Background: an optimization exercise with open tools, aiming at small area. Do not read the settings as production practice.
Only simulation tests tie the RTL to the original design; equivalence was not proved.
Power and IR drop assume default switching activity.

==> amber: inputs <==
## VBEncoder
module VBEncoder(input CLK,
            input rst,
			input [7:0] INT4,input [7:0] INT3, input [7:0] INT2, input [7:0] INT1,
            input START,
            output READY,
			output [7:0] STREAM);
==> module VBEncoder, before the edit <==
module VBEncoder(input CLK,
            input rst,
			input [7:0] INT4,input [7:0] INT3, input [7:0] INT2, input [7:0] INT1,
            input START,
            output READY,
			output [7:0] STREAM);
wire [31:0] v = {INT4, INT3, INT2, INT1};
wire [6:0] g4 = {3'b000, v[31:28]};
wire [6:0] g3 = v[27:21];
wire [6:0] g2 = v[20:14];
wire [6:0] g1 = v[13:7];
wire [6:0] g0 = v[6:0];
reg [2:0] c;
reg [6:0] data;
wire nz4 = |g4;
wire nz3 = |g3;
wire nz2 = |g2;
wire nz1 = |g1;
wire idle = c[2] & c[1] & c[0];
wire load = c[2] & c[1] & ~c[0];
wire at4  = c[2] & ~c[1];
wire at3  = ~c[2] & c[1] & c[0];
wire at2  = ~c[2] & c[1] & ~c[0];
wire at1  = ~c[2] & ~c[1] & c[0];
wire at0  = ~c[2] & ~c[1] & ~c[0];
wire s4 = ~rst & load & nz4;
wire s3 = ~rst & (at4 | load & ~nz4 & nz3);
wire s2 = ~rst & (at3 | load & ~nz4 & ~nz3 & nz2);
wire s1 = ~rst & (at2 | load & ~nz4 & ~nz3 & ~nz2 & nz1);
wire s0 = ~rst & (at1 | load & ~nz4 & ~nz3 & ~nz2 & ~nz1);
wire [2:0] n;
assign n[2] = rst | idle | at0 | s4;
assign n[1] = rst | idle | at0 | s3 | s2;
assign n[0] = rst | idle & ~START | at0 | s3 | s1;
always @(posedge CLK) begin
	c <= n;
	data <= ({7{s4}} & g4) | ({7{s3}} & g3) | ({7{s2}} & g2) | ({7{s1}} & g1) | ({7{s0}} & g0);
end
assign READY = idle;
assign STREAM = {at0, data};
endmodule
Settings: LEC_CHECK=0, CAP_MARGIN=20, CORE_AREA=3 3 65 65, CTS_BUF_LIST=sky130_fd_sc_hd__clkbuf_2, DIE_AREA=0 0 68 68, SLEW_MARGIN=20; clock period 8.0 ns.
standard.sh (not shown) runs the stock make flow with config.mk's settings and CLKGATE_MAP_FILE= SYNTH_SCRIPT=/design/flow/synth_recipe.tcl, a recipe that flattens the netlist after the stock synthesis.
==> flow/flow/run.sh <==
#!/bin/bash
# Standard ORFS layout, with two changes:
#  - after the standard synthesis, its combinational logic is re-mapped by
#    ABC for area (flip-flops untouched: same instances, names and cells);
#  - the port buffers are buf_1 rather than the cell buffer_ports picks.
set -euo pipefail
HERE=$(pwd)
RES=$HERE/orfs/results/$FLOW_PLATFORM/VBEncoder/base
bash standard.sh $RES/1_2_yosys.v > make_synth.log 2>&1
cp $RES/1_2_yosys.v $HERE/yosys_standard.v
LIB=$FLOW_HOME/platforms/$FLOW_PLATFORM/lib/sky130_fd_sc_hd__tt_025C_1v80.lib \
NETLIST=$RES/1_2_yosys.v TOP=$FLOW_TOP ABCSCRIPT=$HERE/flow/remap.abc \
  yosys -c $HERE/flow/remap.tcl > remap.log 2>&1
bash standard.sh 'BUFFER_PORTS_ARGS=-buffer_cell sky130_fd_sc_hd__buf_1' finish > make_finish.log 2>&1
==> flow/flow/remap.abc <==
strash
&get -n
&deepsyn -T 20
&put
dch -f
map -a
==> flow/flow/remap.tcl <==
# Re-map the combinational logic of the standard synthesis for area.
# The flip-flops are kept as they are (same instances, names and cells).
yosys -import
set lib $::env(LIB)
set net $::env(NETLIST)
read_liberty -ignore_miss_func $lib
blackbox sky130_fd_sc_hd__dfxtp_1 sky130_fd_sc_hd__dfxtp_2 sky130_fd_sc_hd__dfxtp_4
read_verilog $net
hierarchy -top $::env(TOP)
flatten
opt -purge
abc -liberty $lib -dont_use *lpflow* -dont_use *probe* -script $::env(ABCSCRIPT)
opt_clean -purge
hilomap -singleton -hicell sky130_fd_sc_hd__conb_1 HI -locell sky130_fd_sc_hd__conb_1 LO
yosys rename -enumerate
yosys stat -liberty $lib
write_verilog -noattr -noexpr -nohex -nodec $net
==> raven (differences from amber) <==
==> flow/design.v (replaced) <==
`timescale 1ns / 1ps
module VBEncoder(input CLK,
            input rst,
			input [7:0] INT4,input [7:0] INT3, input [7:0] INT2, input [7:0] INT1,
            input START,
            output READY,
			output [7:0] STREAM);
wire [31:0] v = {INT4, INT3, INT2, INT1};
wire [6:0] g4 = {3'b000, v[31:28]};
wire [6:0] g3 = v[27:21];
wire [6:0] g2 = v[20:14];
wire [6:0] g1 = v[13:7];
wire [6:0] g0 = v[6:0];
reg [2:0] c;
reg [6:0] data;
wire idle  =  c[2] & ~c[1] & ~c[0];
wire load  = ~c[1] &  c[0];
wire sent4 = ~c[2] & ~c[1];
wire sent3 = ~c[2] &  c[1] & ~c[0];
wire sent2 = ~c[2] &  c[0];
wire sent1 =  c[2] &  c[1] &  c[0];
wire sent0 =  c[2] &  c[1] & ~c[0];
wire lr = load & ~rst;
wire t3 = lr & ~|g4;
wire t2 = t3 & ~|g3;
wire t1 = t2 & ~|g2;
wire t0 = t1 & ~|g1;
wire s4 = lr;
wire s3 = ~rst & sent4 | t3;
wire s2 = ~rst & sent3 | t2;
wire s1 = ~rst & sent2 | t1;
wire s0 = ~rst & sent1 | t0;
wire [2:0] n;
assign n[2] = s0 | s1 | rst | c[2] & ~c[0];
assign n[1] = s0 | s1 | s2 | s3;
assign n[0] = (s1 | s2) & ~s0 | idle & START & ~rst;
always @(posedge CLK) begin
	c <= n;
	data <= ({7{s4}} & g4) | ({7{s3}} & g3) | ({7{s2}} & g2) | ({7{s1}} & g1) | ({7{s0}} & g0);
end
assign READY = idle;
assign STREAM = {sent0, data};
endmodule
==> flow/flow/run.sh (replaced) <==
#!/bin/bash
# Layout flow: the standard ORFS layout with these changes:
#  - synthesis: the standard synthesis script, except that the ABC call that
#    maps the combinational logic tries the area scripts in flow/abc/ and keeps
#    the smallest result (area_synth.tcl). The flip-flops must come out exactly
#    as in the standard synthesis (names and cells); if not, the standard
#    netlist is used.
#  - the port buffers are buf_1 rather than the cell buffer_ports picks.
set -euo pipefail
HERE=$(pwd)
RES=$HERE/orfs/results/$FLOW_PLATFORM/VBEncoder/base
bash standard.sh synth > make_synth_standard.log 2>&1
cp $RES/1_2_yosys.v $HERE/yosys_standard.v
rm -f $RES/1_*
mkdir -p $HERE/area_synth
AREA_SYNTH_DIR=$HERE/flow/abc AREA_SYNTH_OUT=$HERE/area_synth \
  bash standard.sh SYNTH_SCRIPT=$HERE/flow/area_synth.tcl synth > make_synth_area.log 2>&1
flops() { grep -oE 'sky130_fd_sc_hd__[a-z]*df[a-z0-9_]* +[^ ]+' "$1" | sort; }
if ! diff <(flops $HERE/yosys_standard.v) <(flops $RES/1_2_yosys.v) > flops_diff.log; then
  echo "flip-flops differ from the standard synthesis; using the standard netlist" | tee -a flops_diff.log
  rm -f $RES/1_*
  bash standard.sh synth > make_synth_standard2.log 2>&1
fi
flops $RES/1_2_yosys.v > flops.log
bash standard.sh 'BUFFER_PORTS_ARGS=-buffer_cell sky130_fd_sc_hd__buf_1' finish > make_finish.log 2>&1
==> flow/flow/abc/a.abc (new file) <==
strash
dch -f
map -a
==> flow/flow/abc/b.abc (new file) <==
strash
&get -n
&dch -f
&nf -R 1000
&put
==> flow/flow/abc/c.abc (new file) <==
strash
&get -n
&st
&syn2
&dch -f
&nf -R 1000
&put
==> flow/flow/abc/d.abc (new file) <==
strash
balance
rewrite
rewrite -z
balance
rewrite -z
balance
dch -f
map -a
==> flow/flow/abc/e.abc (new file) <==
strash
&get -n
&deepsyn -T 10
&put
&get -n
&nf -R 1000
&put
==> flow/flow/area_synth.tcl (new file) <==
# The standard synthesis (synth_recipe.tcl), except that the one ABC call
# that maps the combinational logic tries several area-oriented ABC scripts and
# keeps the smallest result. Everything else, flip-flops included, is as in the
# standard synthesis.
proc synth {args} { yosys synth -nofsm -noshare {*}$args }
proc abc {args} {
  set i [lsearch -exact $args -script]
  if { $i < 0 } { yosys abc {*}$args; return }
  set args [lreplace $args $i [expr {$i + 1}]]
  set j [lsearch -exact $args -D]
  if { $j >= 0 } { set args [lreplace $args $j [expr {$j + 1}]] }
  set li [lsearch -exact $args -liberty]
  set lib [lindex $args [expr {$li + 1}]]
  set dir $::env(AREA_SYNTH_DIR)
  yosys design -save before_abc
  set best ""
  set best_area 1e9
  set k 0
  foreach s [lsort [glob $::env(AREA_SYNTH_DIR)/*.abc]] {
    incr k
    yosys design -load before_abc
    if { [catch { yosys abc {*}$args -script $s } err] } {
      puts "AREA_SYNTH: [file tail $s] failed: $err"
      continue
    }
    yosys opt_clean
    yosys tee -q -o $::env(AREA_SYNTH_OUT)/area.txt stat -liberty $lib
    set f [open $::env(AREA_SYNTH_OUT)/area.txt]; set txt [read $f]; close $f
    regexp {Chip area for module '[^']*': ([0-9.]+)} $txt -> a
    puts "AREA_SYNTH: [file tail $s] -> $a"
    yosys design -save after_abc_$k
    if { $a < $best_area } { set best_area $a; set best $k }
  }
  puts "AREA_SYNTH: keeping result $best ($best_area)"
  yosys design -load after_abc_$best
}
source $::env(SCRIPTS_DIR)/synth.tcl
# left out here: clear keep_hierarchy, flatten, clean up, hide names made inside functions, write 1_2_yosys.v
removed: flow/flow/remap.abc
removed: flow/flow/remap.tcl
==> summary of the runs <==
In raven the combinational power is smaller than in amber, by 42%.
Against amber, the critical path depth of raven is lower by 2.
Between raven and amber, the lower routed wire length is in raven (gap 7.4%, measured against amber).
Against raven, the clock power of amber is larger by about 17%.
Sequential share of layout area: raven is higher than amber (2.3 points).
In amber the via count is larger than in raven, by about 12%.
In count of clock-buffer cells in the layout, amber and raven do not differ.
Sequential cell count is the same in raven and amber.
Of amber and raven, amber has the higher sequential power (gap about 13%, measured against raven).
In raven the core utilization is lower than in amber, by 1.9 points.
Non-clock buffer count is the same in amber and raven.

## afterwards: timing with drivers on the ports
No port has a modelled driver above. Below, the same layouts with a new extraction and two added sets of constraints.
Step 1 assumes that a clkbuf_16 drives the clock port and a buf_2 every other input.
Step 2 times the ports against the registers' clock, not the clock port: input delays grow and output delays shrink by t, the midpoint of the rising clock arrivals with the driver on.
Slacks: no drivers / after step 1 / after step 2; pairs: no drivers / after step 1.
| run | t, ns | setup slack, ns | worst hold slack (ns) | worst setup path at the end | latest minus earliest clock arrival (ns) |
|---|---|---|---|---|---|
| amber | 0.280 | 4.527 / 4.519 / 4.239 | 0.623 / 0.623 / 0.623 | input to register | 0.011 / 0.011 |
| raven | 0.265 | 4.775 / 4.772 / 4.507 | 0.612 / 0.612 / 0.612 | input to register | 0.008 / 0.008 |
After both steps every run listed still meets setup and hold. For amber, which loses most, drivers alone change the setup slack by -0.008 ns; drivers and shift together by -0.288 ns.
